What follows belongs to an exercise in optimizing a design on an open flow for small area, a short achievable clock period and few clock cycles per item; a production flow would make more cautious choices. The RTL was checked by simulation tests, not by an equivalence proof against the original design. Power is estimated from default activity; no workload was simulated.

<file path="run.sh">
#!/bin/bash
# synth_recipe.tcl (not shown) runs the flow's synth.tcl, then flattens the netlist and writes it again
# the make line also repeats each setting of config.mk as NAME=value (left out here)
make -C /OpenROAD-flow-scripts/flow DESIGN_CONFIG=/design/flow/config.mk WORK_HOME=/design/flow/orfs CLKGATE_MAP_FILE= SYNTH_SCRIPT=/design/flow/synth_recipe.tcl finish
</file>
<file path="config.mk">
export PLATFORM = sky130hd
export DESIGN_NAME = alu32
export DESIGN_NICKNAME = alu32
export VERILOG_FILES = /design/flow/design.v
export SDC_FILE = /design/flow/constraint.sdc
export NUM_CORES = 4
export LEC_CHECK = 0
export ABC_AREA = 1
export CAP_MARGIN = 20
export CORE_MARGIN = 2
export CORE_UTILIZATION = 55
export SLEW_MARGIN = 20
</file>
<file path="constraint.sdc">
create_clock -name core_clock -period 24.0 [get_ports {clk}]
set_input_delay 4.8000 -clock core_clock [delete_from_list [all_inputs] [get_ports {clk}]]
set_output_delay 4.8000 -clock core_clock [all_outputs]
set_load 0.01 [all_outputs]
</file>
<file path="design.v">
module alu_logic (
input  [31:0] A,
input  [31:0] B,
input  [2:0]  S,
output [31:0] sum,
output [31:0] lres
);
  wire        sub = S[2] & ~S[0];
  wire [31:0] bx  = B ^ {32{sub}};
  wire [31:0] g0  = A & bx;
  wire [31:0] p0  = A ^ bx;
  reg  [31:0] G, P;
  integer l, i;
  always @* begin
    G = g0; P = p0;
    G[0] = g0[0] | (p0[0] & sub);
    for (l = 0; l < 5; l = l + 1)
      for (i = 0; i < 32; i = i + 1)
        if ((i >> l) & 1) begin
          G[i] = G[i] | (P[i] & G[((i >> l) << l) - 1]);
          P[i] = P[i] & P[((i >> l) << l) - 1];
        end
  end
  wire [31:0] c  = {G[30:0], sub};
  wire [31:0] s  = p0 ^ c;
  wire        slt = (S[1:0] == 2'b00);
  assign sum = slt ? {31'd0, s[31]} : s;
  wire [31:0] o = p0 | g0;
  assign lres = S[1] ? (S[0] ? ~o : p0) : (S[0] ? o : g0);
endmodule
module mod_msb (
input  [31:0] x,
output [4:0]  m
);
  wire [15:0] v1, p1;
  wire [7:0]  v2;
  wire [15:0] p2;
  wire [3:0]  v3;
  wire [11:0] p3;
  wire [1:0]  v4;
  wire [7:0]  p4;
  genvar i;
  generate
    for (i = 0; i < 16; i = i + 1) begin : l1
      assign v1[i] = x[2*i+1] | x[2*i];
      assign p1[i] = x[2*i+1];
    end
    for (i = 0; i < 8; i = i + 1) begin : l2
      assign v2[i] = v1[2*i+1] | v1[2*i];
      assign p2[2*i+1:2*i] = {v1[2*i+1], v1[2*i+1] ? p1[2*i+1] : p1[2*i]};
    end
    for (i = 0; i < 4; i = i + 1) begin : l3
      assign v3[i] = v2[2*i+1] | v2[2*i];
      assign p3[3*i+2:3*i] = {v2[2*i+1], v2[2*i+1] ? p2[4*i+3:4*i+2] : p2[4*i+1:4*i]};
    end
    for (i = 0; i < 2; i = i + 1) begin : l4
      assign v4[i] = v3[2*i+1] | v3[2*i];
      assign p4[4*i+3:4*i] = {v3[2*i+1], v3[2*i+1] ? p3[6*i+5:6*i+3] : p3[6*i+2:6*i]};
    end
  endgenerate
  assign m = {v4[1], v4[1] ? p4[7:4] : p4[3:0]};
endmodule
module mod_step (
input  [31:0] r,
input         a,
input  [31:0] b,
output [31:0] y
);
  wire [32:0] x = {r, a};
  wire [32:0] nb = {1'b1, ~b};
  wire [32:0] g0 = x & nb;
  wire [32:0] p0 = x ^ nb;
  reg  [32:0] G, P;
  integer l, i;
  always @* begin
    G = g0; P = p0;
    G[0] = g0[0] | p0[0];
    for (l = 0; l < 6; l = l + 1)
      for (i = 0; i < 33; i = i + 1)
        if ((i >> l) & 1) begin
          G[i] = G[i] | (P[i] & G[((i >> l) << l) - 1]);
          P[i] = P[i] & P[((i >> l) << l) - 1];
        end
  end
  wire [32:0] c = {G[31:0], 1'b1};
  wire nob = G[32];    
  wire [31:0] d = p0[31:0] ^ c[31:0];
  assign y = nob ? d : x[31:0];
endmodule
module alu32 #(
  parameter K = 2      
) (
input clk,
input reset,
input start,
input [31:0] A,
input [31:0] B,
input [2:0] S,
output done,
output [31:0] R
);
  localparam G  = (32 + K - 1) / K;   
  localparam GW = (G > 16) ? 5 : (G > 8) ? 4 : (G > 4) ? 3 : (G > 2) ? 2 : 1;
  wire [31:0] sum;
  wire [31:0] lres;
  alu_logic u_alu (.A(A), .B(B), .S(S), .sum(sum), .lres(lres));
  wire [4:0] la, lb;
  mod_msb ua (.x(A), .m(la));
  mod_msb ub (.x(B), .m(lb));
  wire [5:0] df = {1'b0, la} - {1'b0, lb};
  wire [4:0] gs = df[5] ? 5'd0 : ((df[4:0] + 5'd1) >> 1) | {df[4:0] == 5'd31, 4'd0};
  reg          busy;
  reg          done_r;
  reg [4:0]    g;
  reg [31:0]   rem;
  wire        first = ~busy & ~done_r;
  wire [4:0]  gc    = first ? gs : g;
  wire [65:0] a_sh  = {32'd0, A, 2'b00} >> {gc, 1'b0};
  reg  [1:0]  c_r;     
  wire [31:0] y1, y;
  mod_step u1 (.r(rem), .a(c_r[1]), .b(B), .y(y1));
  mod_step u2 (.r(first ? {1'b0, a_sh[33:3]} : y1), .a(first ? a_sh[2] : c_r[0]), .b(B), .y(y));
  always @(posedge clk or posedge reset) begin
    if (reset) begin
      busy <= 1'b0; done_r <= 1'b0; g <= 5'd0;
    end else if (!start) begin
      busy <= 1'b0; done_r <= 1'b0;
    end else if (!done_r) begin
      g <= gc - 5'd1;
      if (gc == 5'd0) begin busy <= 1'b0; done_r <= 1'b1; end
      else busy <= 1'b1;
    end
  end
  always @(posedge clk) begin
    if (start && !done_r) begin
      rem <= y;
      c_r <= a_sh[1:0];
    end
  end
  assign done = done_r;
  assign R = (S == 3'b111) ? rem : (S[2] ? sum : lres);
endmodule
</file>
==> impl_metrics.toml, run 1 <==
[clock_tree]
cts_made_buffers = 5
cts_tree = "yes"
cts_resized = 0
clk_latency_ns = 0.30
cts_setup_buffers = 0
cts.reportedPaths.clkPinSlew_ns = 0.07
cts_root_buf = "clkbuf_16"
clock_path_buffers = 2
cts.sinks = 41
htree_num_levels = 2
hold_buffers = 0

[synthesis]
yosys-top-cells-area = "nand2_1, ha_1, nand3_1"
netlist-cell-type-count = 52
seq_area_frac_synth_pct = 10.2
syn_area_per_cell_um2 = 5.78
ys_warn_count = 3
syn_nets = 2251
synth_seq_cells = 41
yosys.area.top_type = "nand2_1"
synth_edf_count = 34
async_reset_ff_share_pct = 17.1
yosysTopAreaCellShare_pct = 19.8
syn_inst = 2031
synth_area_um2 = 11700
synth_ff_type = "edfxtp_1"

[worst_setup_path]
r2r_slack_ns = 17.49
required_ns = 19.20
critPathKind = "in2out"
slowest_delay_ns = 0.62
start_kind = "input port"
crit_path_end = "R[16]"
end_kind = "output port"
crit_chain = "clkdlybuf4s50_1, inv_2, nor2_4, buf_4, xor2_1, inv_1, fa_1, nand2_1, nand2_1, o21ai_0, inv_1, nand2_1, nand2_1, nand3_1, nand2_1, inv_1, fa_1, o311ai_0, clkdlybuf4s50_1"
r2r_start = "done_r"
cp_common_cell = "nand2_1"
crit_slowest_cell = "nor2_4"
critPathLaunch = "S[2]"
cp_max_fo = 35
reg2regPathDepth = 29
worstReg2RegEnd = "rem[1]"
cp.arrival_ns = 9.98

[global_route]
grt_pass1_vias = 12200
antenna_found_initial = 0
grt_use_total_pct = 37.0
grt-ovfl-total = 0
grt_max_degree = 86
grt_first_pass_wirelength_mm = 65.2

[drt]
vias_per_cell = 5.85
highest_layer = "met4"
final_antenna_net_count = 0
wl_met2_mm = 17.6
wl_met3_mm = 4.84
initialDrtViolationCount = 1448
vias = 13800
drt_wl_total_mm = 42.5
wl_met1_mm = 18.8
drt-wirelength-per-cell_um = 18.0
drc = 0
drt-pass1-iter-count = 6

[placed_design]
placement.io_buffers = 102
dp_hpwl_mm = 33.4
gp_congestion = 0.993

[timing]
hold_ws_ns = 0.490
period_share_pct = 61.6
rsz0062_at_grt = "false"
worstMarginPinSlew_ns = 0.944
max_slew_margin_pct = 37.0
fin_tns_setup_ns = 0
finalCriticalPeriod_ns = 14.78
maxSlewViolCount = 0
hold_violations = 0
fmax_mhz = 67.7
skew_ns = 0.00629
setup_viol = 0

[die]
initial_core_util_pct = 55.9
die_h_um = 150
core.rowCount = 53
die_w_um = 150
core_area_um2 = 21000
die-area_um2 = 22500
num_io_pins = 103

[finish]
post-route-util_pct = 61.8
antenna-diode-count = 0
area_growth_pct = 10.6
final_common_cell = "nand2_1"
mostFrequentLayoutCells = "nand2_1, nand3_1, inv_1"
nFillCells = 2185
drive_gt1_share_pct = 3.13
nets = 2298

[worst_hold_path]
hold_class = "reg2reg"

[power]
power.density_nw_per_um2 = 148
p_leak_uw = 0.00688
ir_drop_v = 0.000240
finalPower_uw = 1920

[outcome]
status = "timing/DRC/antenna clean"

[run]
maxCapViolations = 0
critical path: cells and delay by family:
family	cells	cell delay, ns
xor gates and xnor gates	1	0.22
buffers and inverters	7	2.22
adders and majority gates	2	0.87
AOI/OAI and AO/OA	2	0.45
and+or+nand+nor	7	1.39
cell families (layout without fill, tap and decap cells):
group / after synthesis / in the layout / share of synthesized area, %
compound gates: 307 / 307 / 15.4
xor+xnor: 63 / 63 / 4.70
buf+inv: 337 / 385 / 11.6
fa+ha+maj: 150 / 150 / 17.0
simple gates: 1133 / 1133 / 41.1
flops: 41 / 41 / 10.2
how the worst min path moves through the flow:
stage	startpoint	cells after the start	slack, ns	to
after floorplan	g[0]	2	0.45	g[0]
after global placement	g[0]	2	0.47	g[0]
after detailed placement	g[0]	2	0.48	g[0]
after CTS	g[0]	2	0.49	g[0]
after global routing	g[1]	2	0.52	g[1]
final	g[0]	2	0.49	g[0]
where the power goes:
group          internal [uW]  switching (uW)
sequential               163            52.8
combinational            559            1070
clock                   38.8            32.5
total                    761            1160
state kept, by name, indices dropped and copies added (netlist names):
register	count
busy	1
c_r	2
done_r	1
g	5
rem	32
cells in the mapped netlist, types with 3 or more instances:
cell and count:
xnor2_1 13, fa_1 16, nand3_1 304, o22ai_1 5, ha_1 134, buf_1 4
clkbuf_1 30, a211oi_1 3, nor3_1 12, nand3b_1 6, nand2_1 619, a21oi_1 97
inv_2 13, o311ai_0 4, a21o_1 14, nand4_1 9, dfrtp_1 7, o21ai_0 95
buf_2 28, and2_1 10, o21bai_1 5, o21ai_1 12, buf_6 4, xor2_1 50
a31oi_1 18, inv_1 250, o211ai_1 30, o31ai_1 4, nor2_1 148, nor2_2 6
a22oi_1 4, a21boi_0 3, edfxtp_1 34, nor4_1 3, nand2_2 5, buf_4 8
nor3_2 5
metal layers:
metal / track usage (%) / up-vias
met5: 0 / -
met3: 6.12 / 82
met4: 12.0 / 0
met1: 55.2 / 6279
li1: - / 6774
met2: 53.9 / 635
metrics by stage:
stage	instance area [um^2]	worst slack (ns)	instances
after floorplan	11700	11.14	2031
after global placement	12800	9.42	2346
after detailed placement	12800	9.25	2346
after CTS	13000	9.27	2354
after global routing	13000	8.87	2354
final	13000	9.22	2354
final cells by class:
type                            count  area [um^2]  share of cell area (%)
Multi-Input combinational cell   1653         9210                    70.9
Sequential cell                    41         1200                    9.21
Timing Repair Buffer              114         1110                    8.52
Inverter                          263          987                    7.60
Tap cell                          275          344                    2.65
Clock buffer                        5          125                   0.963
Clock inverter                      3         22.5                   0.173
Testbench counts, summed over its fixed seeds: cycles 5,650, mods 1,200.
==> inputs of run 2 (changes only) <==
==> flow/run.sh (new file) <==
#!/bin/bash
# The standard layout, with the port buffers that it inserts on every input
# and output made plain buf_2 cells instead of the resizer's default choice.
set -euo pipefail
export BUFFER_PORTS_ARGS="-buffer_cell sky130_fd_sc_hd__buf_2"
bash standard.sh > standard_flow.log 2>&1
==> standard.sh (new file) <==
#!/bin/bash
# synth_recipe.tcl (not shown) runs the flow's synth.tcl, then flattens the netlist and writes it again
# the make line also repeats each setting of config.mk as NAME=value (left out here)
make -C /OpenROAD-flow-scripts/flow DESIGN_CONFIG=/design/flow/config.mk WORK_HOME=/design/flow/orfs CLKGATE_MAP_FILE= SYNTH_SCRIPT=/design/flow/synth_recipe.tcl "${@:-finish}"
removed: run.sh
==> run 2 against run 1 <==
Against the previous run:
- critical endpoint is now R[17]
- clock skew up 0.0034 ns
- final cell count about the same
- setup slack better by 1.3 ns
- die area unchanged
- register-to-register slack worse by 0.18 ns
- sequential share of layout area up 0.36 points
- worst hold slack better by 0.0059 ns
- global-route usage down 0.13 points
- routed wire length up 0.32%
- sequential power up 2%
- first-iteration DRC count down 13%
- non-clock buffer count down 1
- highest routed layer unchanged
==> impl_metrics.toml, run 2 <==
[outcome]
status = "timing/DRC/antenna clean"

[clock_tree]
htree_num_levels = 2
cts.reportedPaths.clkPinSlew_ns = 0.07
hold_buffers = 0
cts_tree = "yes"
cts_made_buffers = 5
cts_root_buf = "clkbuf_16"
cts_resized = 0
cts.sinks = 41
clock_path_buffers = 2
clk_latency_ns = 0.30
cts_setup_buffers = 0

[synthesis]
syn_nets = 2251
synth_edf_count = 34
synthMuxAreaShare_pct = 0
yosysTopAreaCellShare_pct = 19.8
syn_area_per_cell_um2 = 5.78
synth_adder_area_share_pct = 17.0
synth_seq_cells = 41
synth-simple-area-share_pct = 41.1
synth_xor_area_share_pct = 4.70
synth_compound_area_share_pct = 15.4
synth_ff_type = "edfxtp_1"
synth_commonest_cells = "nand2_1, nand3_1, inv_1"
seq_area_frac_synth_pct = 10.2
synth.most_common_cell = "nand2_1"
synth_area_um2 = 11700
async_reset_ff_share_pct = 17.1
syn_inst = 2031
netlist-cell-type-count = 52
yosys.area.top_type = "nand2_1"
synth_top_family_by_area = "simple AND/OR/NAND/NOR gates"
ys_warn_count = 3
yosys-top-cells-area = "nand2_1, ha_1, nand3_1"

[worst_setup_path]
slowest_delay_ns = 0.47
end_kind = "output port"
cp.arrival_ns = 8.67
crit_chain = "buf_2, buf_4, nor2_4, buf_4, xor2_1, ha_1, inv_1, nor3_1, nand3_1, nand2_1, inv_1, fa_1, xnor2_1, a21oi_1, a21oi_1, buf_2"
critPathKind = "in2out"
cp_max_fo = 85
crit_slowest_cell = "nor2_4"
path_buf_inv = 6
start_kind = "input port"
crit_family = "simple AND/OR/NAND/NOR gates"
required_ns = 19.20

[finish]
register_area_um2 = 1200
drive_gt1_share_pct = 7.94
area_growth_pct = 6.41
multi_input_area_um2 = 9210
nFillCells = 2193
nets = 2297
mostFrequentLayoutCells = "nand2_1, nand3_1, inv_1"
top_register = "rem"
antenna-diode-count = 0
final_common_cell = "nand2_1"
top_regs = "rem: 32 flops, g: 5 flops, c_r: 2 flops"
largest_reg_flops = 32

[power]
finalPower_uw = 1920
p_leak_uw = 0.00690
ir_drop_v = 0.000232
power.density_nw_per_um2 = 154

[placed_design]
gp_congestion = 0.996
dp_hpwl_mm = 33.6
placement.io_buffers = 102

[global_route]
grt_pass1_vias = 12200
antenna_found_initial = 0
grt-ovfl-total = 0
grt_use_total_pct = 36.9
grt_max_degree = 86
grt_first_pass_wirelength_mm = 65.0

[run]
maxCapViolations = 0

[timing]
hold_violations = 0
finalCriticalPeriod_ns = 13.47
skew_ns = 0.00966
max_slew_margin_pct = 38.8
setup_viol = 0
rsz0062_at_grt = "false"
fin_tns_setup_ns = 0
fmax_mhz = 74.2
period_share_pct = 56.1
maxSlewViolCount = 0
worstMarginPinSlew_ns = 0.916

[drt]
initialDrtViolationCount = 1256
drt-wirelength-per-cell_um = 18.1
vias_per_cell = 5.84
vias = 13700
drt_wl_total_mm = 42.6
drt-pass1-iter-count = 7
drc = 0
final_antenna_net_count = 0

[die]
core_area_um2 = 21000
die_h_um = 150
die_w_um = 150
initial_core_util_pct = 55.9
die-area_um2 = 22500
num_io_pins = 103
core.rowCount = 53

[worst_hold_path]
hold_class = "reg2reg"
==> run 2: cell counts after synthesis <==
Identical to the previous run, type by type.
==> run 2: path summary, 6_finish.rpt <==
check | start | end | slack, ns | depth (start not counted)
worst min-delay path | g[0] | g[0] | 0.50 | 2
worst min register to register | g[0] | g[0] | 0.50 | 2
worst max-delay path | S[0] | R[17] | 10.53 | 16
worst max register to register | done_r | rem[4] | 17.31 | 29
min in group asynchronous | reset | done_r | 4.48 | 2
max in group asynchronous | reset | g[3] | 19.23 | 2
==> run 2: layer usage <==
| layer | share of wire (%) | GRT usage (%) |
|---|---|---|
| met5 | 0 | 0 |
| met4 | 1.8 | 7.74 |
| met3 | 12 | 7.39 |
| met2 | 42 | 55.6 |
| met1 | 44 | 54.3 |
==> run 2: layout make-up <==
cell class	count	share of cell area, %
clock inverter	3	0.370
multi-input combinational	1653	73.7
tap	275	2.75
timing repair buffer	113	4.75
inverter	263	7.90
clock buffer	5	1.00
sequential	41	9.57
==> run 2: tightest hold or removal path: stages (launching register included) <==
cell and delay [ns]:
dfrtp_1 0.35, nand2_1 0.05, o21ai_0 0.06
==> run 2: metrics by stage <==
stage               cells  setup WS (ns)  util, %  cell area [um^2]  hold WS (ns)
floorplan            2031          11.14        -             11700         0.453
global placement     2345          10.69     58.6             12300         0.469
detailed placement   2345          10.63     58.6             12300         0.481
CTS                  2353          10.63     59.4             12500         0.499
global route         2353          10.27     59.4             12500         0.525
finish               2353          10.53     59.4             12500         0.496
==> run 2: logic make-up (layout without fill, tap and decap cells) <==
| family | after synthesis | after routing |
|---|---|---|
| compound gates | 307 | 307 |
| buf+inv | 337 | 384 |
| simple gates | 1133 | 1133 |
| flops | 41 | 41 |
| fa+ha+maj | 150 | 150 |
| xor+xnor | 63 | 63 |
==> run 2: report_power, final <==
group | switching (uW) | internal, uW | leakage, uW
registers | 56.5 | 164 | 0.000420
logic | 1080 | 540 | 0.00640
clock network | 32.7 | 49.4 | 0.0000800
total | 1170 | 753 | 0.00690
==> inputs of run 3 (changes only) <==
==> flow/run.sh (replaced) <==
#!/bin/bash
# The standard layout, with plain buf_2 port buffers, and timing repair
# aiming past the period.
set -euo pipefail
export BUFFER_PORTS_ARGS="-buffer_cell sky130_fd_sc_hd__buf_2"
export SETUP_SLACK_MARGIN=11.5
bash standard.sh > standard_flow.log 2>&1
==> run 3 against run 2 <==
Against the previous run:
- still clean on timing, DRC and antenna
- sequential share of layout area is 0.48 points lower
- setup slack better by 1.1 ns
- core utilization is 3.2 points higher
- global-route usage is 0.92 points higher
- combinational power is 2% higher
- largest cell class unchanged
- highest routed layer unchanged
==> impl_metrics.toml, run 3 <==
[finish]
top_register = "rem"
final_common_cell = "nand2_1"
design_area_um2 = 13200
largest_reg_flops = 32
drive_gt1_share_pct = 11.4
antenna-diode-count = 0
mostFrequentLayoutCells = "nand2_1, nand3_1, inv_1"
post-route-util_pct = 62.6
area_growth_pct = 12.1
top_regs = "rem: 32 flops, g: 5 flops, c_r: 2 flops"
nets = 2326

[worst_setup_path]
cp_common_cell = "buf_6"
required_ns = 19.20
start_kind = "input port"
cp.arrival_ns = 7.61
crit_slowest_cell = "fa_2"
crit_chain = "buf_6, buf_12, nor2_4, buf_6, buf_6, xor2_2, inv_1, ha_1, a21oi_2, nor2_2, nor3_2, nand2_2, nand3_2, nand2_4, inv_4, fa_2, o311ai_2, buf_2"
slowest_delay_ns = 0.42
path_buf_inv = 7
cp_max_fo = 5
end_kind = "output port"
critPathKind = "in2out"
crit_family = "buffers and inverters"

[die]
die_w_um = 150
core.rowCount = 53
die-area_um2 = 22500
die_h_um = 150
num_io_pins = 103
initial_core_util_pct = 55.9
core_area_um2 = 21000

[power]
p_leak_uw = 0.00713
finalPower_uw = 1960
p_int_uw = 769
p_sw_uw = 1190
ir_drop_v = 0.000185
p_comb_share_pct = 84.7
power.share.switching_pct = 60.8
seq_power_share_pct = 11.2
power_frac_clock_pct = 4.1
power.density_nw_per_um2 = 149

[clock_tree]
cts.reportedPaths.clkPinSlew_ns = 0.07
clk_latency_ns = 0.30
cts.sinks = 41
cts_made_buffers = 5
hold_buffers = 0
cts_root_buf = "clkbuf_16"
cts_tree = "yes"
htree_num_levels = 2
clock_path_buffers = 2

[timing]
skew_ns = 0.0133
fin_ws_ns = 11.59
rsz0062_at_grt = "false"
worstMarginPinSlew_ns = 0.921
setup_viol = 0
maxSlewViolCount = 0
fmax_mhz = 80.6
max_slew_margin_pct = 38.5
finalCriticalPeriod_ns = 12.41
fin_tns_setup_ns = 0
hold_violations = 0
period_share_pct = 51.7

[synthesis]
yosys-top-cells-area = "nand2_1, ha_1, nand3_1"
synth_edf_count = 34
syn_nets = 2251
synth_seq_cells = 41
synth.most_common_cell = "nand2_1"
async_reset_ff_share_pct = 17.1
seq_area_frac_synth_pct = 10.2
syn_area_per_cell_um2 = 5.78
synth_ff_type = "edfxtp_1"
yosysTopAreaCellShare_pct = 19.8
synth_commonest_cells = "nand2_1, nand3_1, inv_1"
netlist-cell-type-count = 52
syn_inst = 2031
yosys.area.top_type = "nand2_1"
synth_area_um2 = 11700
ys_warn_count = 3

[global_route]
grtUsageMet1_pct = 54.1
use_met2_pct = 56.2
grt_first_pass_wirelength_mm = 66.1
top_usage_layer = "met2"
grt_use_total_pct = 37.8
met3_usage_pct = 10.1
grt_max_degree = 49
grt_pass1_vias = 12300
antenna_found_initial = 0
grt-ovfl-total = 0

[drt]
drc = 0
drt-wirelength-per-cell_um = 19.0
final_antenna_net_count = 0
vias = 14100
drt-pass1-iter-count = 6
drt_wl_total_mm = 45.2
vias_per_cell = 5.93
initialDrtViolationCount = 1361

[worst_hold_path]
hold_class = "reg2reg"

[run]
maxCapViolations = 0

[placed_design]
place_ws_ns = 10.63
place_area_um2 = 12300
placement.io_buffers = 102
gp_congestion = 1.01
dp_hpwl_mm = 34.0

[outcome]
status = "timing/DRC/antenna clean"
-- run 3: cell types whose count changed in the layout (fill, tap and decap cells not counted), sizes merged --
cell / before / now
clkinv: 1 / 2
nor2: 157 / 158
buf: 113 / 137
clkbuf: 5 / 8
clkinvlp: 1 / 0
bufbuf: 0 / 1
-- run 3: final timing paths --
kind	endpoint	slack, ns	cells past startpoint	from
max in group asynchronous	g[1]	19.15	2	reset
max reg2reg	rem[20]	17.87	24	done_r
max	R[16]	11.59	18	S[0]
min reg2reg	g[1]	0.49	2	g[1]
min	g[1]	0.49	2	g[1]
min in group asynchronous	g[0]	4.51	2	reset
-- run 3: kinds of logic after synthesis --
| logic type | count (synthesis) | share of synthesized area, % |
|---|---|---|
| and+or+nand+nor | 1133 | 41.1 |
| AOI/OAI and AO/OA | 307 | 15.4 |
| DFF | 41 | 10.2 |
| adders and majority gates | 150 | 17.0 |
| buffers and inverters | 337 | 11.6 |
| xor gates and xnor gates | 63 | 4.70 |
-- run 3: power by group through the flow --
stage                     logic [uW]  clock network, uW  registers, uW
after floorplan                 1260                  0            185
after global placement          1540                  0            215
after detailed placement        1580                  0            215
after CTS                       1590               81.2            214
after global routing            1850               82.7            223
final                           1660               81.2            219
-- run 3: timing repair --
action                                  4_1_cts  5_1_grt
cloned                                        1        4
buffers inserted                             10       15
pin swaps                                     3       17
gates resized for setup                      26       56
endpoints found under the setup margin       57       53
-- run 3: through the flow --
| step | std cells | hold WS, ns |
|---|---|---|
| 2_1_floorplan | 2031 | 0.453 |
| 3_3_place_gp | 2344 | 0.475 |
| 3_5_place_dp | 2344 | 0.484 |
| 4_1_cts | 2363 | 0.501 |
| 5_1_grt | 2382 | 0.525 |
| 6_report | 2382 | 0.493 |
-- run 3: final cells by class --
cell class / instances / area (um^2)
Multi-Input combinational cell: 1654 / 9510
Fill cell: 2137 / 7860
Sequential cell: 41 / 1200
Inverter: 263 / 1010
Timing Repair Buffer: 140 / 925
Tap cell: 275 / 344
Clock buffer: 6 / 129
Clock inverter: 2 / 38.8
Timing Repair inverter: 1 / 8.76
-- run 3: worst min-delay path: cells and delay by family (launching register included) --
kind / cells / cell delay, ns
AO/OA/AOI/OAI: 1 / 0.06
AND/OR/NAND/NOR: 1 / 0.05
flip-flops: 1 / 0.34
-- run 3: per-layer routing --
layer  up-vias  part of all wire, %  wire length (um)
li1       6841                    -                 -
met1      6409                   42             18900
met2       786                   42             19200
met3        80                   13              6050
met4         0                  2.5              1130
met5         -                    0                 0
==> inputs of run 4 (changes only) <==
--- a/design.v
+++ b/design.v
@@ -14,12 +14,16 @@
   always @* begin
     G = g0; P = p0;
     G[0] = g0[0] | (p0[0] & sub);
-    for (l = 0; l < 5; l = l + 1)
-      for (i = 0; i < 32; i = i + 1)
-        if ((i >> l) & 1) begin
-          G[i] = G[i] | (P[i] & G[((i >> l) << l) - 1]);
-          P[i] = P[i] & P[((i >> l) << l) - 1];
-        end
+    for (l = 1; l < 32; l = l * 2)
+      for (i = 2*l - 1; i < 32; i = i + 2*l) begin
+        G[i] = G[i] | (P[i] & G[i-l]);
+        P[i] = P[i] & P[i-l];
+      end
+    for (l = 16; l >= 1; l = l / 2)
+      for (i = 3*l - 1; i < 32; i = i + 2*l) begin
+        G[i] = G[i] | (P[i] & G[i-l]);
+        P[i] = P[i] & P[i-l];
+      end
   end
   wire [31:0] c  = {G[30:0], sub};
   wire [31:0] s  = p0 ^ c;
@@ -75,12 +79,16 @@
   always @* begin
     G = g0; P = p0;
     G[0] = g0[0] | p0[0];
-    for (l = 0; l < 6; l = l + 1)
-      for (i = 0; i < 33; i = i + 1)
-        if ((i >> l) & 1) begin
-          G[i] = G[i] | (P[i] & G[((i >> l) << l) - 1]);
-          P[i] = P[i] & P[((i >> l) << l) - 1];
-        end
+    for (l = 1; l < 33; l = l * 2)
+      for (i = 2*l - 1; i < 33; i = i + 2*l) begin
+        G[i] = G[i] | (P[i] & G[i-l]);
+        P[i] = P[i] & P[i-l];
+      end
+    for (l = 16; l >= 1; l = l / 2)
+      for (i = 3*l - 1; i < 33; i = i + 2*l) begin
+        G[i] = G[i] | (P[i] & G[i-l]);
+        P[i] = P[i] & P[i-l];
+      end
   end
   wire [32:0] c = {G[31:0], 1'b1};
   wire nob = G[32];    
==> run 4 against run 3 <==
Against the previous run:
- still clean
- routed wire length fell by 10%
- total power fell by 5.1%
- sequential cell count did not move
- sequential share of layout area rose by 0.32 points
- non-clock buffer count rose by 4
- final area fell by 3.4%
- die area fell by 4.6%
- critical path type unchanged
- critical endpoint is now R[0]
- highest routed layer unchanged
==> impl_metrics.toml, run 4 <==
[worst_setup_path]
r2r_slack_ns = 17.76
required_ns = 19.20
end_kind = "output port"
slowest_delay_ns = 0.40
reg2regPathDepth = 31
r2r_start = "done_r"
worstReg2RegEnd = "rem[31]"
start_kind = "input port"
critPathKind = "in2out"
cp_max_fo = 6
crit_slowest_cell = "fa_2"
crit_chain = "buf_8, buf_12, nor2_4, buf_12, buf_12, xor2_4, ha_4, buf_6, inv_2, nor4_2, nand2_1, nand2_2, nand2_2, nand2_4, nand3_2, nand2_2, nand2_2, nand2_2, a21boi_2, fa_2, xnor2_4, o311ai_2, a31oi_1, buf_2"
path_buf_inv = 7
cp_common_cell = "nand2_2"
crit_family = "simple AND/OR/NAND/NOR gates"
cp.arrival_ns = 7.99

[global_route]
grt-ovfl-total = 0
grt_use_total_pct = 37.1
antenna_found_initial = 0
grt_max_degree = 49
grt_pass1_vias = 11400
grt_first_pass_wirelength_mm = 62.8

[clock_tree]
clk_latency_ns = 0.30
cts.reportedPaths.clkPinSlew_ns = 0.07
cts_root_buf = "clkbuf_16"
cts_made_buffers = 5
hold_buffers = 0
cts.sinks = 41
clock_path_buffers = 2
cts_tree = "yes"
htree_num_levels = 2

[drt]
drt_wl_total_mm = 40.6
initialDrtViolationCount = 1199
final_antenna_net_count = 0
wl_met1_mm = 17.7
vias_per_cell = 5.94
vias = 12200
wl_met3_mm = 4.60
highest_layer = "met4"
drc = 0
drt-wirelength-per-cell_um = 19.7
drt-pass1-iter-count = 5
wl_met2_mm = 17.3

[worst_hold_path]
hold_start = "g[0]"
hold_depth = 2
hold_class = "reg2reg"
hold_end = "g[0]"

[timing]
finalCriticalPeriod_ns = 12.79
skew_ns = 0.00806
period_share_pct = 53.3
hold_violations = 0
worstMarginPinSlew_ns = 1.03
max_slew_margin_pct = 31.2
rsz0062_at_grt = "true"
fin_tns_setup_ns = 0
fmax_mhz = 78.2
maxSlewViolCount = 0
setup_viol = 0

[synthesis]
syn_area_per_cell_um2 = 6.54
synth.most_common_cell = "nand2_1"
yosys-top-cells-area = "ha_1, nand2_1, nand3_1"
synth_seq_cells = 41
synth_commonest_cells = "nand2_1, nand3_1, inv_1"
synth_edf_count = 34
async_reset_ff_share_pct = 17.1
syn_nets = 1963
syn_inst = 1710
seq_area_frac_synth_pct = 10.7
yosys.area.top_type = "ha_1"
synth_area_um2 = 11200
netlist-cell-type-count = 58
yosysTopAreaCellShare_pct = 15.0
ys_warn_count = 3
synth_ff_type = "edfxtp_1"

[finish]
drive_gt1_share_pct = 16.5
top_regs = "rem: 32 flops, g: 5 flops, c_r: 2 flops"
mostFrequentLayoutCells = "nand2_1, nand3_1, inv_1"
fin_cells = 2062
area_growth_pct = 13.7
final_common_cell = "nand2_1"
post-route-util_pct = 63.2
antenna-diode-count = 0
top_register = "rem"
largest_reg_flops = 32
nets = 2044

[power]
ir_drop_v = 0.000227
p_leak_uw = 0.00650
power.density_nw_per_um2 = 146

[die]
die_h_um = 147
core_area_um2 = 20100
initial_core_util_pct = 55.6
die_w_um = 147
num_io_pins = 103
die-area_um2 = 21500
core.rowCount = 52

[placed_design]
placement.io_buffers = 102
dp.cells = 2018
dp_hpwl_mm = 31.0
gp_congestion = 0.993

[run]
maxCapViolations = 0

[outcome]
status = "timing/DRC/antenna clean"
-- run 4: cell types whose count changed after synthesis, sizes merged, moves of 21 or more --
cell,delta
fa,+33
a21oi,-21
inv,-44
nand3,-62
nor2,-68
nand2,-169
-- run 4: worst reg2reg max path: cells and delay by family (launching register included) --
family / cells / cell delay (ns)
compound gates: 2 / 0.48
xor+xnor: 1 / 0.17
fa+ha+maj: 3 / 0.92
buf+inv: 4 / 0.27
flops: 1 / 0.46
simple gates: 21 / 3.72
-- run 4: cell type report --
class	count	area, um^2
clock buffers	8	146
inverters	221	852
well taps	270	338
multi-input cells	1377	9180
fillers	1877	7390
repair buffers	144	991
repair inverters	1	8.76
flip-flops and latches	41	1200
-- run 4: kinds of logic after synthesis --
logic type | after synthesis | share of synthesized area [%]
xor gates and xnor gates | 77 | 6.03
and+or+nand+nor | 824 | 32.1
AOI/OAI and AO/OA | 292 | 16.4
buffers and inverters | 293 | 11.0
adders and majority gates | 183 | 23.8
DFF | 41 | 10.7
-- run 4: power by group --
part | internal (uW) | total (uW) | leakage [uW] | switching [uW]
Sequential | 167 | 221 | 0.000419 | 53.9
Combinational | 556 | 1560 | 0.00601 | 1010
Clock | 41.7 | 72.8 | 0.0000712 | 31.1
Total | 764 | 1860 | 0.00650 | 1090
-- run 4: how the worst max path moves through the flow --
stage | from | to | slack [ns] | cells after the start
6_report | S[0] | R[0] | 11.21 | 24
2_1_floorplan | S[0] | R[0] | 11.51 | 20
3_3_place_gp | S[2] | R[0] | 9.97 | 18
4_1_cts | S[0] | R[0] | 11.15 | 23
5_1_grt | S[0] | R[0] | 11.08 | 24
3_5_place_dp | S[2] | R[0] | 9.88 | 18
-- run 4: routing by layer --
layer / vias to the layer above / track usage [%]
li1: 5842 / -
met1: 5704 / 55.0
met2: 631 / 55.7
met3: 69 / 6.69
met4: 0 / 9.42
met5: - / 0
-- run 4: timing repair --
| item | in CTS | in global routing |
|---|---|---|
| pin swaps | 38 | 34 |
| gates resized for setup | 50 | 42 |
| gates cloned | 4 | 1 |
| setup buffers | 25 | 6 |
| setup endpoints to repair | 32 | 56 |
-- run 4: stage by stage --
stage	area, um^2	setup WS, ns	power (uW)	hold WS [ns]
3_3_place_gp	11700	9.97	1690	0.469
5_1_grt	12700	11.08	2060	0.555
3_5_place_dp	11700	9.88	1720	0.476
6_report	12700	11.21	1860	0.492
2_1_floorplan	11200	11.51	1390	0.453
4_1_cts	12400	11.15	1820	0.491
Testbench counts of run 4, summed over its fixed seeds: cycles 5,650, mods 1,200.
==> inputs of run 5 (changes only) <==
--- a/config.mk
+++ b/config.mk
@@ -5,7 +5,7 @@
 export SDC_FILE = /design/flow/constraint.sdc
 export NUM_CORES = 4
 export LEC_CHECK = 0
-export ABC_AREA = 1
+export ABC_AREA = 0
 export CAP_MARGIN = 20
 export CORE_MARGIN = 2
 export CORE_UTILIZATION = 55
==> run 5 against run 4 <==
Against the previous run:
- via count is 6.1% lower
- sequential share of layout area down 0.51 points
- final cell count shrank 12%
- largest power group unchanged
- highest routed layer unchanged
- global-route usage is 0.81 points higher
- still clean
- non-clock buffer count rose by 24
==> impl_metrics.toml, run 5 <==
[synthesis]
synth_edf_count = 34
syn_nets = 1683
yosysTopAreaCellShare_pct = 15.1
seq_area_frac_synth_pct = 10.8
netlist-cell-type-count = 83
yosys.area.top_type = "ha_1"
synth_ff_type = "edfxtp_1"
synth_area_um2 = 11100
synth.most_common_cell = "inv_1"
synth_commonest_cells = "inv_1, ha_1, o21ai_0"
async_reset_ff_share_pct = 17.1
synth_seq_cells = 41
syn_area_per_cell_um2 = 7.78
yosys-top-cells-area = "ha_1, edfxtp_1, fa_1"
syn_inst = 1430
ys_warn_count = 3

[worst_setup_path]
r2r_slack_ns = 17.10
critPathKind = "in2out"
cp.arrival_ns = 8.82
worstReg2RegEnd = "rem[5]"
reg2regPathDepth = 24
required_ns = 19.20
r2r_start = "c_r[1]"
start_kind = "input port"
cp_max_fo = 5
end_kind = "output port"

[timing]
worstMarginPinSlew_ns = 0.958
skew_ns = 0.0128
period_share_pct = 56.8
hold_violations = 0
fin_tns_setup_ns = 0
fmax_mhz = 73.4
finalCriticalPeriod_ns = 13.62
max_slew_margin_pct = 36.1
setup_viol = 0
maxSlewViolCount = 0
rsz0062_at_grt = "true"

[power]
ir_drop_v = 0.000191
p_leak_uw = 0.00618
power.density_nw_per_um2 = 163
finalPower_uw = 2200

[die]
die_w_um = 146
num_io_pins = 103
core.rowCount = 52
die_h_um = 146
core_area_um2 = 20000
initial_core_util_pct = 55.5
die-area_um2 = 21400

[global_route]
antenna_found_initial = 1
grt_first_pass_wirelength_mm = 62.5
grt_pass1_vias = 10700
grt-ovfl-total = 0
grt_use_total_pct = 37.9
grt_max_degree = 70

[drt]
drt-pass1-iter-count = 6
drt_wl_total_mm = 42.0
drc = 0
final_antenna_net_count = 0
drt-wirelength-per-cell_um = 23.3
vias = 11500
vias_per_cell = 6.37
initialDrtViolationCount = 1212

[finish]
nFillCells = 1750
nets = 1786
area_growth_pct = 20.8
final_common_cell = "inv_1"
mostFrequentLayoutCells = "inv_1, ha_1, o21ai_0"
top_register = "rem"
post-route-util_pct = 67.1
drive_gt1_share_pct = 23.9
largest_reg_flops = 32
top_regs = "rem: 32 flops, g: 5 flops, c_r: 2 flops"

[clock_tree]
cts.sinks = 41
clock_path_buffers = 2
cts_made_buffers = 5
hold_buffers = 0
cts_root_buf = "clkbuf_16"
cts_tree = "yes"
clk_latency_ns = 0.30
htree_num_levels = 2
cts.reportedPaths.clkPinSlew_ns = 0.08

[placed_design]
dp_hpwl_mm = 31.3
placement.io_buffers = 102
gp_congestion = 1.02

[worst_hold_path]
hold_depth = 2
hold_start = "g[4]"
hold_class = "reg2reg"
hold_end = "g[4]"

[outcome]
status = "timing/DRC/antenna clean"

[run]
maxCapViolations = 0
## run 5: cell families after synthesis
| family | share of synthesized area, % |
|---|---|
| buffers and inverters | 8.80 |
| and+or+nand+nor | 13.2 |
| xor gates and xnor gates | 6.97 |
| adders and majority gates | 23.9 |
| muxes | 8.03 |
| DFF | 10.8 |
| AOI/OAI and AO/OA | 28.3 |
## run 5: worst max path at each step
stage | end | from
floorplan | R[0] | S[0]
global placement | R[0] | S[0]
detailed placement | R[0] | S[0]
CTS | R[0] | S[0]
global route | R[0] | S[0]
finish | R[0] | S[0]
## run 5: layout make-up
| cell class | count | area, um^2 | area share [%] |
|---|---|---|---|
| Antenna cell | 1 | 2.50 | 0.0186 |
| Sequential cell | 41 | 1200 | 8.90 |
| Clock inverter | 3 | 65.1 | 0.484 |
| Inverter | 160 | 609 | 4.53 |
| Multi-Input combinational cell | 1156 | 9830 | 73.2 |
| Tap cell | 270 | 338 | 2.51 |
| Timing Repair inverter | 1 | 5.00 | 0.0372 |
| Timing Repair Buffer | 168 | 1270 | 9.43 |
| Clock buffer | 5 | 125 | 0.931 |
## run 5: where the power goes
part | leakage (uW) | switching [uW] | total [uW] | internal [uW]
clock | 0.0000938 | 33.8 | 93.4 | 59.6
combinational | 0.00567 | 1060 | 1860 | 803
sequential | 0.000419 | 63.7 | 244 | 180
## run 5: critical path, stage by stage
cell	delay, ns
buf_12	0.10
buf_16	0.12
nand2b_4	0.17
buf_12	0.17
xnor2_2	0.17
inv_2	0.06
ha_4	0.30
nand4_1	0.14
or2_4	0.27
o31ai_4	0.24
a221o_1	0.26
a211oi_2	0.09
or2_4	0.26
o41ai_4	0.36
o41ai_2	0.13
fa_2	0.37
xor2_2	0.21
nor3_2	0.07
a221oi_1	0.23
a21oi_1	0.13
buf_2	0.16
## run 5: stage by stage
stage	hold WS, ns	std cells	area [um^2]	setup WS (ns)
3_3_place_gp	0.462	1738	12000	9.11
2_1_floorplan	0.442	1430	11500	10.73
5_1_grt	0.509	1804	13400	10.24
4_1_cts	0.479	1779	12900	10.40
3_5_place_dp	0.464	1738	12000	9.00
6_report	0.482	1805	13400	10.38
## run 5: repair_timing
item                       4_1_cts  5_1_grt
setup endpoints to repair       63       56
gates resized for setup         74       65
buffers inserted                24       24
pin swaps                       45       40
cloned                           9        1
## run 5: layer usage
metal	vias up	track usage, %	share of wire [%]
met5	-	0	0
met4	0	13.3	3.8
met3	114	8.38	11
met2	617	58.3	44
met1	5431	52.7	41
li1	5341	-	-
==> inputs of run 6 (changes only) <==
--- a/design.v
+++ b/design.v
@@ -14,16 +14,12 @@
   always @* begin
     G = g0; P = p0;
     G[0] = g0[0] | (p0[0] & sub);
-    for (l = 1; l < 32; l = l * 2)
-      for (i = 2*l - 1; i < 32; i = i + 2*l) begin
-        G[i] = G[i] | (P[i] & G[i-l]);
-        P[i] = P[i] & P[i-l];
-      end
-    for (l = 16; l >= 1; l = l / 2)
-      for (i = 3*l - 1; i < 32; i = i + 2*l) begin
-        G[i] = G[i] | (P[i] & G[i-l]);
-        P[i] = P[i] & P[i-l];
-      end
+    for (l = 0; l < 5; l = l + 1)
+      for (i = 0; i < 32; i = i + 1)
+        if ((i >> l) & 1) begin
+          G[i] = G[i] | (P[i] & G[((i >> l) << l) - 1]);
+          P[i] = P[i] & P[((i >> l) << l) - 1];
+        end
   end
   wire [31:0] c  = {G[30:0], sub};
   wire [31:0] s  = p0 ^ c;
@@ -130,20 +126,18 @@
   mod_step u2 (.r(first ? {1'b0, a_sh[33:3]} : y1), .a(first ? a_sh[2] : c_r[0]), .b(B), .y(y));
   always @(posedge clk or posedge reset) begin
     if (reset) begin
-      busy <= 1'b0; done_r <= 1'b0; g <= 5'd0;
+      busy <= 1'b0; done_r <= 1'b0;
     end else if (!start) begin
       busy <= 1'b0; done_r <= 1'b0;
     end else if (!done_r) begin
-      g <= gc - 5'd1;
       if (gc == 5'd0) begin busy <= 1'b0; done_r <= 1'b1; end
       else busy <= 1'b1;
     end
   end
   always @(posedge clk) begin
-    if (start && !done_r) begin
-      rem <= y;
-      c_r <= a_sh[1:0];
-    end
+    g   <= gc - 5'd1;
+    c_r <= a_sh[1:0];
+    if (start && !done_r) rem <= y;
   end
   assign done = done_r;
   assign R = (S == 3'b111) ? rem : (S[2] ? sum : lres);
--- a/config.mk
+++ b/config.mk
@@ -5,7 +5,7 @@
 export SDC_FILE = /design/flow/constraint.sdc
 export NUM_CORES = 4
 export LEC_CHECK = 0
-export ABC_AREA = 0
+export ABC_AREA = 1
 export CAP_MARGIN = 20
 export CORE_MARGIN = 2
 export CORE_UTILIZATION = 55
==> run 6 against run 5 <==
Against the previous run:
- die area is 3.2% higher
- synthesized area is 3.3% higher
- combinational power is 9.7% lower
- sequential power is 6% lower
- register-to-register slack better by 1.1 ns
- total power is 9.8% lower
- clock-buffer cell count is 3 higher
- sequential cell count stayed put
- clock skew is 0.0051 ns lower
- sequential share of layout area hardly changed
- maximum frequency is 9.1% higher
- critical path type unchanged
==> impl_metrics.toml, run 6 <==
[timing]
worstMarginPinSlew_ns = 0.955
fin_ws_ns = 11.51
hold_ws_ns = 0.537
period_share_pct = 52.0
hold_violations = 0
setup_viol = 0
rsz0062_at_grt = "true"
fin_tns_setup_ns = 0
finalCriticalPeriod_ns = 12.49
max_slew_margin_pct = 36.1
skew_ns = 0.00771
fmax_mhz = 80.1
maxSlewViolCount = 0

[worst_setup_path]
crit_family = "simple AND/OR/NAND/NOR gates"
path_buf_inv = 7
crit_chain = "buf_12, buf_12, nor2_4, buf_12, buf_4, xor2_2, ha_4, nand2_2, nor3_4, inv_2, nor4_4, nand2_4, nand2_4, inv_2, fa_2, xnor2_2, a21oi_1, a22oi_1, buf_2"
cp_common_cell = "buf_12"
end_kind = "output port"
crit_slowest_cell = "fa_2"
cp.arrival_ns = 7.69
start_kind = "input port"
critPathKind = "in2out"
slowest_delay_ns = 0.36
required_ns = 19.20
cp_max_fo = 4

[finish]
mostFrequentLayoutCells = "nand2_1, nand3_1, inv_1"
drive_gt1_share_pct = 13.6
area_growth_pct = 12.7
top_regs = "rem: 32 flops, g: 5 flops, c_r: 2 flops"
largest_reg_flops = 32
final_common_cell = "nand2_1"
nets = 2156
antenna-diode-count = 0
top_register = "rem"

[clock_tree]
clk_latency_ns = 0.30
cts.sinks = 41
cts_tree = "yes"
htree_num_levels = 2
cts_root_buf = "clkbuf_16"
cts_made_buffers = 5
hold_buffers = 0
clock_path_buffers = 2
cts.reportedPaths.clkPinSlew_ns = 0.07

[power]
power.density_nw_per_um2 = 153
p_int_uw = 807
p_comb_share_pct = 84.7
seq_power_share_pct = 11.5
p_leak_uw = 0.00690
power_frac_clock_pct = 3.7
ir_drop_v = 0.000253
p_sw_uw = 1170
power.share.switching_pct = 59.2

[synthesis]
synth_commonest_cells = "nand2_1, nand3_1, inv_1"
syn_nets = 2077
async_reset_ff_share_pct = 4.88
yosysTopAreaCellShare_pct = 17.1
yosys.area.top_type = "nand2_1"
yosys-top-cells-area = "nand2_1, ha_1, nand3_1"
synth.most_common_cell = "nand2_1"
synth_seq_cells = 41
syn_inst = 1835
syn_area_per_cell_um2 = 6.26
netlist-cell-type-count = 60
synth_edf_count = 32
synth_ff_type = "edfxtp_1"
ys_warn_count = 3
synth_area_um2 = 11500
seq_area_frac_synth_pct = 10.0

[outcome]
status = "timing/DRC/antenna clean"

[drt]
vias_per_cell = 5.91
drc = 0
vias = 12900
initialDrtViolationCount = 1315
final_antenna_net_count = 0
drt-wirelength-per-cell_um = 19.0
drt_wl_total_mm = 41.6
drt-pass1-iter-count = 7

[global_route]
antenna_found_initial = 0
grt_pass1_vias = 11400
grt-ovfl-total = 0
grt_use_total_pct = 36.8
grt_max_degree = 51
grt_first_pass_wirelength_mm = 63.0

[placed_design]
placement.io_buffers = 102
place_ws_ns = 10.27
gp_congestion = 1.01
dp_hpwl_mm = 31.3

[die]
core_area_um2 = 20400
die_h_um = 149
die-area_um2 = 22100
num_io_pins = 103
core.rowCount = 52
initial_core_util_pct = 56.4
die_w_um = 149

[run]
maxCapViolations = 0

[worst_hold_path]
hold_class = "reg2reg"
[run 6: stage by stage]
stage	cells	util [%]	instance area [um^2]	total power, uW
after floorplan	1835	-	11500	1530
after global placement	2142	58.8	12000	1810
after detailed placement	2142	58.8	12000	1850
after CTS	2172	61.8	12600	1950
after global routing	2185	63.6	12900	2200
final	2185	63.6	12900	1980
[run 6: cells by family after synthesis]
group | Yosys count | share of synthesized area [%]
buf+inv | 307 | 11.6
simple gates | 953 | 36.5
fa+ha+maj | 172 | 21.2
compound gates | 294 | 15.5
xor+xnor | 68 | 5.18
flops | 41 | 10.0
[run 6: metal layers]
metal	vias up	GRT usage (%)	routed length [um]
met3	74	6.69	4270
met4	0	11.2	1340
li1	6220	-	-
met1	5989	53.3	18300
met5	-	0	0
met2	639	55.8	17700
[run 6: power groups by stage]
stage / Combinational (uW) / Clock [uW] / Sequential (uW)
after floorplan: 1330 / 0 / 197
after global placement: 1590 / 0 / 224
after detailed placement: 1620 / 0 / 225
after CTS: 1650 / 74.2 / 224
after global routing: 1890 / 76.1 / 231
final: 1680 / 73.6 / 229
[run 6: layout make-up]
cell class | instances | area, um^2
repair inverters | 1 | 8.76
flip-flops and latches | 41 | 1150
multi-input cells | 1487 | 9380
fillers | 2036 | 7420
well taps | 270 | 338
inverters | 236 | 911
clock buffers | 8 | 146
repair buffers | 142 | 1010
[run 6: tightest hold or removal path, stage by stage, from the launching register on]
cell and delay [ns]:
dfrtp_1 0.38, nand2_1 0.06, a21oi_1 0.06
[run 6: worst paths after layout]
check | slack [ns] | end | cells past startpoint | startpoint
worst max register to register | 18.18 | rem[30] | 27 | done_r
min in group asynchronous | 4.34 | done_r | 2 | reset
worst min register to register | 0.54 | busy | 2 | busy
max in group asynchronous | 19.55 | busy | 2 | reset
worst min-delay path | 0.54 | busy | 2 | busy
worst max-delay path | 11.51 | R[17] | 19 | S[0]
[run 6: timing repair]
| action | CTS | global route |
|---|---|---|
| pin swaps | 12 | 23 |
| gates resized for setup | 33 | 50 |
| endpoints found under the setup margin | 63 | 49 |
| gates cloned | 6 | 0 |
| buffers inserted | 16 | 13 |
Testbench counts of run 6, summed over its fixed seeds: cycles 5,650, mods 1,200.
==> inputs of run 7 (changes only) <==
--- a/config.mk
+++ b/config.mk
@@ -9,4 +9,5 @@
 export CAP_MARGIN = 20
 export CORE_MARGIN = 2
 export CORE_UTILIZATION = 55
+export CTS_BUF_LIST = sky130_fd_sc_hd__clkbuf_4 sky130_fd_sc_hd__clkbuf_8
 export SLEW_MARGIN = 20
==> run 7 against run 6 <==
Against the previous run:
- setup slack better by 0.040 ns
- core utilization hardly changed
- routed wire length is 0.18% lower
- register-to-register slack worse by 0.03 ns
- clock power is 24% lower
- global-route usage is 0.085 points lower
- still clean
- final cell count hardly changed
- via count is 0.19% lower
- synthesized cell count stayed put
- maximum frequency is 0.32% higher
- critical path depth is 2 higher
- clock skew is 0.0045 ns higher
==> impl_metrics.toml, run 7 <==
[drt]
vias = 12900
drc = 0
drt_wl_total_mm = 41.5
wl_met2_mm = 17.5
vias_per_cell = 5.90
initialDrtViolationCount = 1226
wl_met3_mm = 4.52
drt-wirelength-per-cell_um = 19.0
drt-pass1-iter-count = 6
wl_met1_mm = 18.1
final_antenna_net_count = 0
highest_layer = "met4"

[placed_design]
dp_hpwl_mm = 31.3
place_area_um2 = 12000
placement.io_buffers = 102
gp_congestion = 1.01
dp.cells = 2142

[worst_hold_path]
hold_class = "reg2reg"

[die]
die-area_um2 = 22100
initial_core_util_pct = 56.4
die_h_um = 149
die_w_um = 149
num_io_pins = 103
core.rowCount = 52
core_area_um2 = 20400

[worst_setup_path]
cp_max_fo = 4
cp.arrival_ns = 7.65
crit_path_end = "R[16]"
r2r_slack_ns = 18.15
worstReg2RegEnd = "rem[31]"
critPathKind = "in2out"
r2r_start = "done_r"
start_kind = "input port"
reg2regPathDepth = 26
critPathLaunch = "S[0]"
required_ns = 19.20
end_kind = "output port"

[finish]
mostFrequentLayoutCells = "nand2_1, nand3_1, inv_1"
top_register = "rem"
area_growth_pct = 12.7
design_area_um2 = 12900
multi_input_area_um2 = 9420
largest_reg_flops = 32
top_regs = "rem: 32 flops, g: 5 flops, c_r: 2 flops"
fin_cells = 2186
final_common_cell = "nand2_1"
register_area_um2 = 1150
nets = 2157
drive_gt1_share_pct = 13.9
nFillCells = 2033
antenna-diode-count = 0

[power]
p_comb_share_pct = 85.6
p_leak_uw = 0.00688
power_frac_clock_pct = 2.8
power.share.switching_pct = 59.7
p_int_uw = 794
ir_drop_v = 0.000260
power.density_nw_per_um2 = 152
seq_power_share_pct = 11.6
p_sw_uw = 1180

[timing]
worstMarginPinSlew_ns = 0.954
hold_violations = 0
max_slew_margin_pct = 36.3
maxSlewViolCount = 0
rsz0062_at_grt = "true"
finalCriticalPeriod_ns = 12.45
fin_tns_setup_ns = 0
setup_viol = 0
fmax_mhz = 80.4
period_share_pct = 51.9
skew_ns = 0.0122

[clock_tree]
cts.sinks = 41
cts_made_buffers = 5
cts.reportedPaths.clkPinSlew_ns = 0.09
clk_latency_ns = 0.32
cts_root_buf = "clkbuf_8"
cts_tree = "yes"
hold_buffers = 0
htree_num_levels = 2
clock_path_buffers = 2

[global_route]
grt_pass1_vias = 11500
grt_use_total_pct = 36.8
grt_max_degree = 51
grt_first_pass_wirelength_mm = 63.0
antenna_found_initial = 0
grt-ovfl-total = 0

[outcome]
status = "timing/DRC/antenna clean"

[synthesis]
netlist-cell-type-count = 60
yosysTopAreaCellShare_pct = 17.1
syn_nets = 2077
synth_area_um2 = 11500
yosys.area.top_type = "nand2_1"
yosys-top-cells-area = "nand2_1, ha_1, nand3_1"
ys_warn_count = 3
async_reset_ff_share_pct = 4.88
synth_seq_cells = 41
synth.most_common_cell = "nand2_1"
syn_inst = 1835
syn_area_per_cell_um2 = 6.26
synth_ff_type = "edfxtp_1"
seq_area_frac_synth_pct = 10.0
synth_commonest_cells = "nand2_1, nand3_1, inv_1"
synth_edf_count = 32

[run]
maxCapViolations = 0
==> run 7: cell counts after synthesis <==
No cell type changed its count.
==> run 7: repair_timing <==
action                     in CTS  in global routing
resized for setup              33                 54
pin swaps                      14                 21
cloned                          6                  0
setup endpoints to repair      63                 49
setup buffers                  16                 14
==> run 7: kinds of logic after synthesis <==
group	Yosys count	share of synthesized area, %
flops	41	10.0
xor+xnor	68	5.18
simple gates	953	36.5
compound gates	294	15.5
buf+inv	307	11.6
fa+ha+maj	172	21.2
==> run 7: power groups by stage <==
stage | registers [uW] | logic, uW | clock network, uW
2_1_floorplan | 197 | 1330 | 0
3_3_place_gp | 224 | 1590 | 0
3_5_place_dp | 225 | 1620 | 0
4_1_cts | 224 | 1650 | 56.3
5_1_grt | 231 | 1900 | 57.7
6_report | 228 | 1690 | 56.2
==> run 7: how the worst min path moves through the flow <==
stage                     startpoint    to  slack (ns)  cells after the start
final                           busy  busy        0.54                      2
after global routing            busy  busy        0.58                      2
after CTS                       busy  busy        0.54                      2
after detailed placement        busy  busy        0.52                      2
after global placement          busy  busy        0.52                      2
after floorplan                 busy  busy        0.50                      2
==> run 7: worst max-delay path, stage by stage <==
cell and delay [ns]:
buf_12 0.10, buf_12 0.12, nor2_4 0.15, buf_12 0.15, buf_12 0.11, xor2_4 0.16
inv_2 0.06, fa_2 0.38, nand2_2 0.06, nand2_1 0.06, o21ai_2 0.07, o21ai_2 0.09
nand2_2 0.10, nand2_4 0.07, nand2_4 0.08, nand2_4 0.05, inv_2 0.06, fa_2 0.42
or2_4 0.25, a31oi_4 0.12, buf_2 0.15
==> run 7: layer usage <==
| layer | global-route usage (%) | up-vias |
|---|---|---|
| met5 | 0 | - |
| met4 | 11.4 | 0 |
| met3 | 6.50 | 75 |
| met2 | 55.8 | 672 |
| met1 | 53.2 | 5931 |
| li1 | - | 6219 |
==> run 7: area by class of cell <==
class / instances / share of cell area, %
sequential: 41 / 8.89
inverter: 236 / 7.06
multi-input combinational: 1487 / 72.8
clock buffer: 8 / 0.754
timing repair inverter: 1 / 0.0677
timing repair buffer: 143 / 7.86
tap: 270 / 2.61
==> run 7: stage by stage <==
stage	hold WS (ns)	setup slack [ns]	power [uW]	utilization, %
after floorplan	0.500	11.54	1530	-
final	0.540	11.55	1970	63.6
after CTS	0.537	11.47	1930	61.5
after global placement	0.517	10.34	1810	58.8
after global routing	0.582	11.44	2190	63.6
after detailed placement	0.523	10.27	1850	58.8
==> inputs of run 8 (changes only) <==
==> flow/run.sh (replaced) <==
#!/bin/bash
# The standard layout, with plain buf_2 port buffers, and timing repair
# aiming past the period.
set -euo pipefail
export BUFFER_PORTS_ARGS="-buffer_cell sky130_fd_sc_hd__buf_2"
export SETUP_SLACK_MARGIN=12.2
bash standard.sh > standard_flow.log 2>&1
--- a/config.mk
+++ b/config.mk
@@ -9,5 +9,4 @@
 export CAP_MARGIN = 20
 export CORE_MARGIN = 2
 export CORE_UTILIZATION = 55
-export CTS_BUF_LIST = sky130_fd_sc_hd__clkbuf_4 sky130_fd_sc_hd__clkbuf_8
 export SLEW_MARGIN = 20
==> run 8 against run 7 <==
Against the previous run:
- global-route usage rose by 0.68 points
- via count rose by 3.6%
- highest routed layer unchanged
- first-iteration DRC count rose by 20%
- die area did not move
- maximum frequency fell by 0.18%
- clock power rose by 24%
- critical endpoint unchanged
- clock skew fell by 0.0017 ns
- sequential cell count did not move
- register-to-register slack improved by 0.27 ns
- routed wire length rose by 5.2%
- setup slack got worse by 0.022 ns
- non-clock buffer count rose by 22
==> impl_metrics.toml, run 8 <==
[timing]
finalCriticalPeriod_ns = 12.47
fmax_mhz = 80.2
rsz0062_at_grt = "true"
max_slew_margin_pct = 46.9
setup_viol = 0
maxSlewViolCount = 0
period_share_pct = 51.9
skew_ns = 0.0105
fin_tns_setup_ns = 0
worstMarginPinSlew_ns = 0.794
hold_ws_ns = 0.528
hold_violations = 0

[worst_setup_path]
cp.arrival_ns = 7.67
end_kind = "output port"
crit_slowest_cell = "fa_2"
cp_max_fo = 5
start_kind = "input port"
critPathKind = "in2out"
crit_chain = "buf_8, buf_12, nor2_4, buf_6, buf_16, xor2_4, inv_2, ha_1, nor2_1, nand2_1, o21ai_2, o21ai_2, nand2_2, nand2_4, nand2_4, nand2_4, inv_2, fa_2, or2_4, a31oi_4, buf_6"
slowest_delay_ns = 0.42
r2r_slack_ns = 18.42
path_buf_inv = 7
crit_family = "simple AND/OR/NAND/NOR gates"
required_ns = 19.20
cp_common_cell = "nand2_4"

[synthesis]
ys_warn_count = 3
synth_area_um2 = 11500
yosys-top-cells-area = "nand2_1, ha_1, nand3_1"
synth_edf_count = 32
syn_area_per_cell_um2 = 6.26
syn_inst = 1835
synth_seq_cells = 41
netlist-cell-type-count = 60
synth.most_common_cell = "nand2_1"
yosys.area.top_type = "nand2_1"
seq_area_frac_synth_pct = 10.0
syn_nets = 2077
yosysTopAreaCellShare_pct = 17.1
async_reset_ff_share_pct = 4.88
synth_ff_type = "edfxtp_1"
synth_commonest_cells = "nand2_1, nand3_1, inv_1"

[power]
finalPower_uw = 2030
power.density_nw_per_um2 = 151
ir_drop_v = 0.000233
p_leak_uw = 0.00705

[global_route]
grt_pass1_vias = 11800
grt_use_total_pct = 37.4
grt-ovfl-total = 0
grt_max_degree = 51
antenna_found_initial = 1
grt_first_pass_wirelength_mm = 64.5

[finish]
antenna-diode-count = 0
nets = 2186
mostFrequentLayoutCells = "nand2_1, nand3_1, inv_1"
fin_cells = 2215
largest_reg_flops = 32
multi_input_area_um2 = 9720
register_area_um2 = 1150
area_growth_pct = 17.3
drive_gt1_share_pct = 17.8
design_area_um2 = 13500
nFillCells = 1942
top_register = "rem"
final_common_cell = "nand2_1"
top_regs = "rem: 32 flops, g: 5 flops, c_r: 2 flops"

[clock_tree]
clk_latency_ns = 0.30
cts.sinks = 41
clock_path_buffers = 2
cts_tree = "yes"
hold_buffers = 0
cts_root_buf = "clkbuf_16"
cts_made_buffers = 5
cts.reportedPaths.clkPinSlew_ns = 0.06
htree_num_levels = 2

[die]
die-area_um2 = 22100
core_area_um2 = 20400
num_io_pins = 103
core.rowCount = 52
die_w_um = 149
initial_core_util_pct = 56.4
die_h_um = 149

[placed_design]
gp_congestion = 1.02
dp_hpwl_mm = 31.3
dp.cells = 2143
placement.io_buffers = 102
place_area_um2 = 12000

[drt]
vias_per_cell = 6.03
drc = 0
drt_wl_total_mm = 43.7
initialDrtViolationCount = 1470
drt-wirelength-per-cell_um = 19.7
vias = 13400
final_antenna_net_count = 0
drt-pass1-iter-count = 9

[run]
maxCapViolations = 0

[outcome]
status = "timing/DRC/antenna clean"

[worst_hold_path]
hold_class = "reg2reg"
run 8: metal layers:
metal  wire (um)  GRT usage (%)  up-vias
li1            -              -     6303
met1       18100           54.7     6101
met2       18600           56.4      851
met3        5630           6.01      101
met4        1440           11.8        0
met5           0              0        -
run 8: layout make-up:
type                            count  share of cell area, %
Clock buffer                        7                  0.984
Sequential cell                    41                   8.54
Clock inverter                      1                 0.0371
Inverter                          236                   6.89
Timing Repair inverter              1                 0.0650
Tap cell                          270                   2.51
Multi-Input combinational cell   1494                   72.1
Timing Repair Buffer              165                   8.84
run 8: worst paths after layout:
kind,from,to,cells past startpoint
max reg2reg,done_r,rem[31],30
max in group asynchronous,reset,done_r,2
max,S[0],R[16],21
min in group asynchronous,reset,busy,2
min,busy,busy,2
min reg2reg,busy,busy,2
run 8: per-stage QoR:
step	setup WS [ns]	utilization (%)
detailed placement	10.13	59.1
finish	11.53	66.2
floorplan	11.66	-
CTS	11.52	62.7
global route	11.46	66.2
global placement	10.24	59.1
run 8: cell families after synthesis:
logic type | after synthesis | share of synthesized area (%)
compound gates | 294 | 15.5
buf+inv | 307 | 11.6
simple gates | 953 | 36.5
fa+ha+maj | 172 | 21.2
xor+xnor | 68 | 5.18
flops | 41 | 10.0
run 8: timing repair:
action,CTS,global route
gates cloned,6,7
resized for setup,56,89
pin swaps,27,43
setup buffers,24,27
setup endpoints to repair,64,64
run 8: power breakdown:
part	total [uW]	internal, uW	leakage [uW]	switching [uW]
sequential	226	172	0.000399	54.2
clock	69.9	38.6	0.0000679	31.2
combinational	1740	619	0.00658	1120
run 8: worst reg2reg max path: cells and delay by family, from the launching register on:
kind / cells / cell delay, ns
AO/OA/AOI/OAI: 3 / 0.68
XOR/XNOR: 1 / 0.16
adder cells (fa/ha/maj): 3 / 0.95
buffers and inverters: 4 / 0.82
flip-flops: 1 / 0.42
AND/OR/NAND/NOR: 19 / 2.28

## afterwards: timing with drivers on the ports
The flow's constraints put no driver on any port. The routed layouts listed below were extracted and timed again, unchanged, in two steps. Step 1: set_driving_cell puts a clkbuf_16 on clk and a buf_2 on each other input, an assumption about the parent block. Step 2 times the ports against the registers' clock, not the clock port: input delays grow and output delays shrink by t, the midpoint of the rising clock arrivals with the driver on. Slacks: ideal ports / drivers / drivers and shift; pairs: ideal ports / drivers.
run	shift t [ns]	setup WS [ns]	worst hold slack (ns)	pins driven straight from the clock port
run 1	0.335	9.221 / 9.197 / 9.197	0.490 / 0.490 / 0.490	1
run 2	0.330	10.531 / 10.512 / 10.512	0.496 / 0.496 / 0.496	1
run 3	0.335	11.587 / 11.554 / 11.554	0.493 / 0.493 / 0.493	1
run 4	0.335	11.211 / 11.164 / 11.164	0.492 / 0.492 / 0.492	1
run 5	0.343	10.378 / 10.325 / 10.325	0.482 / 0.482 / 0.482	1
run 6	0.339	11.514 / 11.461 / 11.461	0.537 / 0.537 / 0.537	1
run 7	0.352	11.555 / 11.501 / 11.501	0.540 / 0.540 / 0.540	1
run 8	0.342	11.532 / 11.489 / 11.489	0.528 / 0.528 / 0.528	1
After both steps every run listed still meets setup and hold. For run 7, which loses most, drivers alone change the setup slack by -0.054 ns; drivers and shift together by -0.054 ns.
